This design comes from an exercise in tuning for small area and a short achievable clock period on the open sky130 flow, not from production work. Only simulation tests tie the RTL to the original design; equivalence was not proved. Power figures rest on the tool's default switching activity, not on a simulated workload.

Setup of P:
Design FPM, start of the top module:
module FPM(A, B, SUM, clk);
  input [31:0] A, B;
  input clk;
  output [31:0] SUM;
  wire       s0_sgn = A[31] ^ B[31];
  wire [7:0] s0_exp = A[30:23] + B[30:23] + 8'h81;
  wire n1 = A[1] & A[0];
  wire n2 = A[1] ^ A[0];
  wire n3 = A[2] & A[1];
  wire n4 = A[2] ^ A[1];
  wire n5 = A[3] & A[2];
  wire n6 = A[3] ^ A[2];
  wire n7 = A[4] & A[3];
  wire n8 = A[4] ^ A[3];
  wire n9 = A[5] & A[4];
  wire n10 = A[5] ^ A[4];
  wire n11 = A[6] & A[5];
  wire n12 = A[6] ^ A[5];
  wire n13 = A[7] & A[6];
  wire n14 = A[7] ^ A[6];
  wire n15 = A[8] & A[7];
  wire n16 = A[8] ^ A[7];
  wire n17 = A[9] & A[8];
  wire n18 = A[9] ^ A[8];
  wire n19 = A[10] & A[9];
  wire n20 = A[10] ^ A[9];
  wire n21 = A[11] & A[10];
  wire n22 = A[11] ^ A[10];
  wire n23 = A[12] & A[11];
  wire n24 = A[12] ^ A[11];
  wire n25 = A[13] & A[12];
  wire n26 = A[13] ^ A[12];
  wire n27 = A[14] & A[13];
  wire n28 = A[14] ^ A[13];
  wire n29 = A[15] & A[14];
  wire n30 = A[15] ^ A[14];
  wire n31 = A[16] & A[15];
  wire n32 = A[16] ^ A[15];
  wire n33 = A[17] & A[16];
  wire n34 = A[17] ^ A[16];
  wire n35 = A[18] & A[17];
  wire n36 = A[18] ^ A[17];
  wire n37 = A[19] & A[18];
  wire n38 = A[19] ^ A[18];
  wire n39 = A[20] & A[19];
  wire n40 = A[20] ^ A[19];
  wire n41 = A[21] & A[20];
  wire n42 = A[21] ^ A[20];
  wire n43 = A[22] & A[21];
  wire n44 = A[22] ^ A[21];
  wire n45 = 1'b1 & A[22];
  wire n46 = 1'b1 ^ A[22];
  wire n47 = n1 | (n2 & 1'b0);
  wire n48 = n2 & A[0];
  wire n49 = n3 | (n4 & n1);
  wire n50 = n4 & n2;
  wire n51 = n5 | (n6 & n3);
  wire n52 = n6 & n4;
  wire n53 = n7 | (n8 & n5);
  wire n54 = n8 & n6;
  ...
Settings: LEC_CHECK=0, CAP_MARGIN=20, CORE_MARGIN=2, CORE_UTILIZATION=55, CTS_CLUSTER_DIAMETER=100, CTS_CLUSTER_SIZE=32, SETUP_SLACK_MARGIN=0.95, SLEW_MARGIN=20, SYNTH_HIERARCHICAL=1, SYNTH_MINIMUM_KEEP_SIZE=0; clock period 3.0 ns.
standard.sh (not shown) runs the stock make flow with config.mk's settings and CLKGATE_MAP_FILE= SYNTH_SCRIPT=/design/flow/synth_recipe.tcl, a recipe that flattens the netlist after the stock synthesis.
==> flow/flow/run.sh <==
#!/bin/bash
# Layout: the standard ORFS flow (standard.sh, unchanged synthesis and
# steps), except that the buffers global placement puts on the input and
# output ports are plain buffers (buf_1, resized later as timing needs)
# instead of the delay cell buffer_ports picks by default.
set -euo pipefail
cd "$(dirname "$0")/.."
export BUFFER_PORTS_ARGS="-buffer_cell sky130_fd_sc_hd__buf_2"
bash standard.sh > standard_flow.log 2>&1
[inputs] Q vs P
Settings: SETUP_SLACK_MARGIN now 0.85, was 0.95.
==> flow/run.sh (new file) <==
#!/bin/bash
# synth_recipe.tcl (not shown) runs the flow's synth.tcl, then flattens the netlist and writes it again
# the make line also repeats each setting of config.mk as NAME=value (left out here)
make -C /OpenROAD-flow-scripts/flow DESIGN_CONFIG=/design/flow/config.mk WORK_HOME=/design/flow/orfs CLKGATE_MAP_FILE= SYNTH_SCRIPT=/design/flow/synth_recipe.tcl finish
removed: flow/flow/run.sh
removed: flow/standard.sh
==> results.txt <==
Compared with P, Q shows first-pass iteration count of the detailed router lower by 1. Row fraction of power consumed by combinational cells: Q higher / P lower. Between P and Q, final design area excluding fillers is lower for P, Q comes in above that. As far as share of the synthesized area in compound gates (AO/OA/AOI/OAI) goes, Q and P are indistinguishable; the numbers are identical. Re setup slack: P was higher than Q.

-- port drivers added, routing unchanged --
How much do the figures lean on ideal ports? The routed layouts below were timed once more, with nothing changed but the port constraints. Step 1 sets driving cells, clkbuf_16 on the clock port and buf_2 on the other inputs (assumed; they add their load-dependent delay and slew). Step 2 moves the port delays by t, midway between the first and last clock arrival at a register: inputs arrive t later, outputs are due t later. That takes back most of the time a late clock gives input paths. Three values: ideal ports, drivers, drivers and shift; two values: the first two.
| run | shift t [ns] | slack for setup (ns) | worst setup path after step 2 | clock arrival spread, ns | worst slew at a driven data input, ns |
|---|---|---|---|---|---|
| P | 0.643 | 0.983 / 0.993 / 0.350 | input to register | 0.035 / 0.036 | 0.08 |
| Q | 0.651 | 0.845 / 0.845 / 0.284 | input to register | 0.026 / 0.025 | 0.08 |
After both steps every run listed still meets setup and hold. The setup slack of P, which loses most, moves by +0.010 ns with the drivers and by -0.633 ns with both steps.
